Background: an optimization exercise with open tools, aiming at small area and a short achievable clock period. Do not read the settings as production practice.
Function was checked by simulation only, so behaviour that the tests miss may differ from the original.

## rev 12
## gemm_arr
module gemm_arr #(
    parameter ROWS = 4,
    parameter COLS = 4,
    parameter N_ROWS = 2,  
    parameter N_COLS = 2,  
    parameter DATA_WIDTH = 16,
    parameter FLAG_WIDTH = 4
) (
    input i_clk,
    input i_rst,
    input i_valid,
    input [COLS*DATA_WIDTH-1:0] i_data_w,
    input [ROWS*DATA_WIDTH-1:0] i_data_x,
    input [N_COLS-1:0] i_addr,
    output [ROWS*DATA_WIDTH-1:0] o_data_acc,  
    output [ROWS*FLAG_WIDTH-1:0] o_data_flag
);
Size: about 16000 cells after synthesis, ~700 flip-flops, ~210 I/O pins, ~120000 sq um of cells after synthesis.
Settings: LEC_CHECK=0, CAP_MARGIN=20, CORE_MARGIN=2, CORE_UTILIZATION=40, SLEW_MARGIN=20; clock period 16.0 ns.
run.sh (not shown) runs the stock make flow with config.mk's settings and CLKGATE_MAP_FILE= SYNTH_SCRIPT=/design/flow/synth_recipe.tcl, a recipe that flattens the netlist after the stock synthesis.
[inputs] rev 13 vs rev 12
- an added SETUP_SLACK_MARGIN of 4
--- outcome ---
- Of rev 12 and rev 13, the run reporting the lower final cell count was rev 12.
- Rev 13 vs. rev 12: wire length reported by the detailed router rose about 4.7%; maximum frequency shows an increase of 19%.
- Post-route standard cell area excluding fillers: rev 13 worse than rev 12
- Worst hold slack across all endpoints of rev 12 is on par with rev 13.

---

gemm_arr, a different RTL version from the one above (not shown whole).
For scale: about 20,000 cells after synthesis, roughly 750 flip-flops, ~120,000 sq um of cells after synthesis.
Settings: LEC_CHECK=0, ABC_AREA=1, CAP_MARGIN=20, CORE_MARGIN=2, CORE_UTILIZATION=55, PLACE_DENSITY=0.7, SLEW_MARGIN=20; clock period 16.0 ns.
standard.sh (not shown) runs the stock make flow with config.mk's settings and CLKGATE_MAP_FILE= SYNTH_SCRIPT=/design/flow/synth_recipe.tcl, a recipe that flattens the netlist after the stock synthesis.
==> flow/flow/run.sh <==
#!/bin/bash
set -euo pipefail
cd "$(dirname "${BASH_SOURCE[0]}")/.."
bash standard.sh SETUP_SLACK_MARGIN=7 finish > standard_flow.log 2>&1
The starting point finished with timing, DRC and antenna clean.
Rerun with:
==> flow/run.sh (new file) <==
#!/bin/bash
# synth_recipe.tcl (not shown) runs the flow's synth.tcl, then flattens the netlist and writes it again
# the make line also repeats each setting of config.mk as NAME=value (left out here)
make -C /OpenROAD-flow-scripts/flow DESIGN_CONFIG=/design/flow/config.mk WORK_HOME=/design/flow/orfs CLKGATE_MAP_FILE= SYNTH_SCRIPT=/design/flow/synth_recipe.tcl finish
--- a/flow/config.mk
+++ b/flow/config.mk
@@ -6,8 +6,7 @@
 export NUM_CORES = 4
 export LEC_CHECK = 0
-export ABC_AREA = 1
 export CAP_MARGIN = 20
 export CORE_MARGIN = 2
-export CORE_UTILIZATION = 55
-export PLACE_DENSITY = 0.7
+export CORE_UTILIZATION = 40
+export SETUP_SLACK_MARGIN = 5
 export SLEW_MARGIN = 20
removed: flow/flow/run.sh
removed: flow/standard.sh
What happened: Cell area goes down by a few percent. Worst setup slack is worse by 1500 ps. Flip-flop and latch count does not change.
Rerun with:
==> flow/flow/run.sh (new file) <==
#!/bin/bash
set -euo pipefail
cd "$(dirname "${BASH_SOURCE[0]}")/.."
bash standard.sh SETUP_SLACK_MARGIN=6 finish > standard_flow.log 2>&1
==> flow/standard.sh (new file) <==
#!/bin/bash
# synth_recipe.tcl (not shown) runs the flow's synth.tcl, then flattens the netlist and writes it again
# the make line also repeats each setting of config.mk as NAME=value (left out here)
make -C /OpenROAD-flow-scripts/flow DESIGN_CONFIG=/design/flow/config.mk WORK_HOME=/design/flow/orfs CLKGATE_MAP_FILE= SYNTH_SCRIPT=/design/flow/synth_recipe.tcl "${@:-finish}"
--- a/flow/config.mk
+++ b/flow/config.mk
@@ -6,7 +6,8 @@
 export NUM_CORES = 4
 export LEC_CHECK = 0
+export ABC_AREA = 1
 export CAP_MARGIN = 20
 export CORE_MARGIN = 2
-export CORE_UTILIZATION = 40
-export SETUP_SLACK_MARGIN = 5
+export CORE_UTILIZATION = 55
+export PLACE_DENSITY = 0.7
 export SLEW_MARGIN = 20
removed: flow/run.sh
What happened:
- The changed run completed without violations
- routed wire length goes down by about 4.4%
- flip-flop and latch count stays the same
- final area goes down by about 1%
- via count goes up by about 7%
- count of clock-buffer cells in the layout goes down by 22
- critical path depth goes down by 7
- cell count goes up by about 13%
- sequential share of layout area goes up by 0.12 points
- die area goes down by 26%
- area after synthesis goes up by 1.3%
Rerun with:
==> flow/run.sh (new file) <==
#!/bin/bash
# synth_recipe.tcl (not shown) runs the flow's synth.tcl, then flattens the netlist and writes it again
# the make line also repeats each setting of config.mk as NAME=value (left out here)
make -C /OpenROAD-flow-scripts/flow DESIGN_CONFIG=/design/flow/config.mk WORK_HOME=/design/flow/orfs CLKGATE_MAP_FILE= SYNTH_SCRIPT=/design/flow/synth_recipe.tcl finish
--- a/flow/config.mk
+++ b/flow/config.mk
@@ -11,3 +11,4 @@
 export CORE_UTILIZATION = 55
 export PLACE_DENSITY = 0.7
+export SETUP_SLACK_MARGIN = 5
 export SLEW_MARGIN = 20
removed: flow/flow/run.sh
removed: flow/standard.sh
What happened:
- core utilization went down by 0.46 points
- global-route usage is about the same
- first-iteration DRC count goes down by 3.5%
- final cell count is about the same
- wire length is about the same
- count of clock-buffer cells in the layout is unchanged
- register-to-register slack is worse by 790 ps
- final area came out lower by 0.79%

---

gemm_arr, a different RTL version from the one above (not shown whole).
Size in the first run: roughly 17,000 cells after synthesis, ~750 flip-flops, ~210 I/O pins, roughly 0.13 mm2 of cells after synthesis.
clock: 16.0 ns
lec_check: 0
cap_margin: 20
core_margin: 2
core_utilization: 40
setup_slack_margin: 4
slew_margin: 20
run.sh (not shown) runs the stock make flow with config.mk's settings and CLKGATE_MAP_FILE= SYNTH_SCRIPT=/design/flow/synth_recipe.tcl, a recipe that flattens the netlist after the stock synthesis.
Stock flow here: none of the scripts above is used.
The starting point produced a clean layout.
==> next run, changes <==
==> flow/flow/run.sh (new file) <==
#!/bin/bash
set -euo pipefail
cd "$(dirname "${BASH_SOURCE[0]}")/.."
bash standard.sh SETUP_SLACK_MARGIN=7 finish > standard_flow.log 2>&1
==> flow/standard.sh (new file) <==
#!/bin/bash
# synth_recipe.tcl (not shown) runs the flow's synth.tcl, then flattens the netlist and writes it again
# the make line also repeats each setting of config.mk as NAME=value (left out here)
make -C /OpenROAD-flow-scripts/flow DESIGN_CONFIG=/design/flow/config.mk WORK_HOME=/design/flow/orfs CLKGATE_MAP_FILE= SYNTH_SCRIPT=/design/flow/synth_recipe.tcl "${@:-finish}"
Settings changed: SETUP_SLACK_MARGIN 4 to unset.
removed: flow/run.sh
The new run went through all stages and came out clean.
Setup slack improved by 1.6 ns.
Global-route usage came out higher by 0.77 points.
Area after synthesis does not change.
Design area came out higher by roughly a tenth.
==> next run, changes <==
==> flow/run.sh (new file) <==
#!/bin/bash
# synth_recipe.tcl (not shown) runs the flow's synth.tcl, then flattens the netlist and writes it again
# the make line also repeats each setting of config.mk as NAME=value (left out here)
make -C /OpenROAD-flow-scripts/flow DESIGN_CONFIG=/design/flow/config.mk WORK_HOME=/design/flow/orfs CLKGATE_MAP_FILE= SYNTH_SCRIPT=/design/flow/synth_recipe.tcl finish
Settings changed: SETUP_SLACK_MARGIN set to 5.
removed: flow/flow/run.sh
removed: flow/standard.sh
Effect: Non-clock buffer count is lower by 869; sequential share of layout area is higher by 1.0 points; wire length is lower by 4.0%; final cell count is lower by 3.8%; cell area is lower by 10%; first-iteration DRC count is lower by 1.7%; critical path depth is higher by 3; worst setup slack is worse by 0.96 ns; fmax is lower by 9.0%; global-route usage is lower by 0.76 points.

---

== 11-24 ==
RTL: one of the versions met above, not the one the previous note started from.
Size in the first run: roughly 16000 cells after synthesis, roughly 750 flip-flops, about 120000 um2 of cells after synthesis.
Settings: LEC_CHECK=0, CAP_MARGIN=20, CORE_MARGIN=2, CORE_UTILIZATION=55, PLACE_DENSITY=0.7, SETUP_SLACK_MARGIN=5, SLEW_MARGIN=20, TNS_END_PERCENT=10; clock period 16.0 ns.
Stock flow here: none of the scripts above is used.
Here is what was changed in the inputs of 10-12 compared with 11-24.
# 11-24
export LEC_CHECK = 0
export CAP_MARGIN = 20
export CORE_MARGIN = 2
export CORE_UTILIZATION = 55
export PLACE_DENSITY = 0.7
export SETUP_SLACK_MARGIN = 5
export SLEW_MARGIN = 20
export TNS_END_PERCENT = 10
create_clock -name core_clock -period 16.0 [get_ports {i_clk}]
# 10-12
export LEC_CHECK = 0
export ABC_AREA = 1
export CAP_MARGIN = 20
export CORE_MARGIN = 2
export CORE_UTILIZATION = 55
export PLACE_DENSITY = 0.7
export SLEW_MARGIN = 20
create_clock -name core_clock -period 16.0 [get_ports {i_clk}]
==> flow/flow/run.sh (new file) <==
#!/bin/bash
set -euo pipefail
cd "$(dirname "${BASH_SOURCE[0]}")/.."
bash standard.sh SETUP_SLACK_MARGIN=8 finish > standard_flow.log 2>&1
==> flow/standard.sh (new file) <==
#!/bin/bash
# synth_recipe.tcl (not shown) runs the flow's synth.tcl, then flattens the netlist and writes it again
# the make line also repeats each setting of config.mk as NAME=value (left out here)
make -C /OpenROAD-flow-scripts/flow DESIGN_CONFIG=/design/flow/config.mk WORK_HOME=/design/flow/orfs CLKGATE_MAP_FILE= SYNTH_SCRIPT=/design/flow/synth_recipe.tcl "${@:-finish}"
removed: flow/run.sh
## What came out
From 11-24 to 10-12 the numbers moved as follows: chip width moved up, worst setup slack moved up, y dimension of the die moved up, share of the cycle needed by the critical path after routing moved down. 10-12: no failed stages, no open violations at the end.

==> what the ideal ports hide <==
No port has a modelled driver above. Below, the same layouts with a new extraction and two added sets of constraints.
Step 1 assumes that a clkbuf_16 drives the clock port and a buf_2 every other input.
Step 2 moves the port delays by t, midway between the first and last clock arrival at a register: inputs arrive t later, outputs are due t later. That takes back most of the time a late clock gives input paths.
a / b / c = no drivers / after step 1 / after step 2; a / b = the first two.
| run | t, ns | setup WS [ns] | worst hold slack (ns) | slew at the worst register clock pin (ns) |
|---|---|---|---|---|
| rev 12 | 0.873 | 1.297 / 1.262 / 0.389 | 0.462 / 0.462 / 0.462 | 0.07 / 0.07 |
| rev 13 | 0.860 | 3.670 / 3.619 / 2.759 | 0.463 / 0.463 / 0.463 | 0.08 / 0.08 |
| the first run of note 2 | 0.853 | 6.807 / 6.798 / 5.987 | 0.465 / 0.465 / 0.465 | 0.07 / 0.07 |
| the second run of note 2 | 0.964 | 5.291 / 5.202 / 4.631 | 0.477 / 0.477 / 0.477 | 0.07 / 0.07 |
| the third run of note 2 | 0.881 | 5.999 / 5.971 / 5.574 | 0.464 / 0.464 / 0.464 | 0.08 / 0.08 |
| the fourth run of note 2 | 0.881 | 5.616 / 5.639 / 4.759 | 0.463 / 0.463 / 0.463 | 0.08 / 0.08 |
| the first run of note 3 | 0.975 | 4.725 / 4.789 / 3.814 | 0.468 / 0.468 / 0.468 | 0.07 / 0.07 |
| the second run of note 3 | 0.855 | 6.356 / 6.403 / 5.548 | 0.461 / 0.461 / 0.461 | 0.07 / 0.07 |
| the third run of note 3 | 0.977 | 5.400 / 5.346 / 4.428 | 0.468 / 0.468 / 0.468 | 0.07 / 0.07 |
| 11-24 | 0.854 | 5.306 / 5.336 / 4.528 | 0.472 / 0.472 / 0.472 | 0.07 / 0.07 |
| 10-12 | 0.869 | 6.800 / 6.862 / 5.994 | 0.467 / 0.467 / 0.467 | 0.08 / 0.08 |
After both steps setup and hold are still met in every run listed. The setup slack of the third run of note 3, which loses most, moves by -0.054 ns with the drivers and by -0.972 ns with both steps.
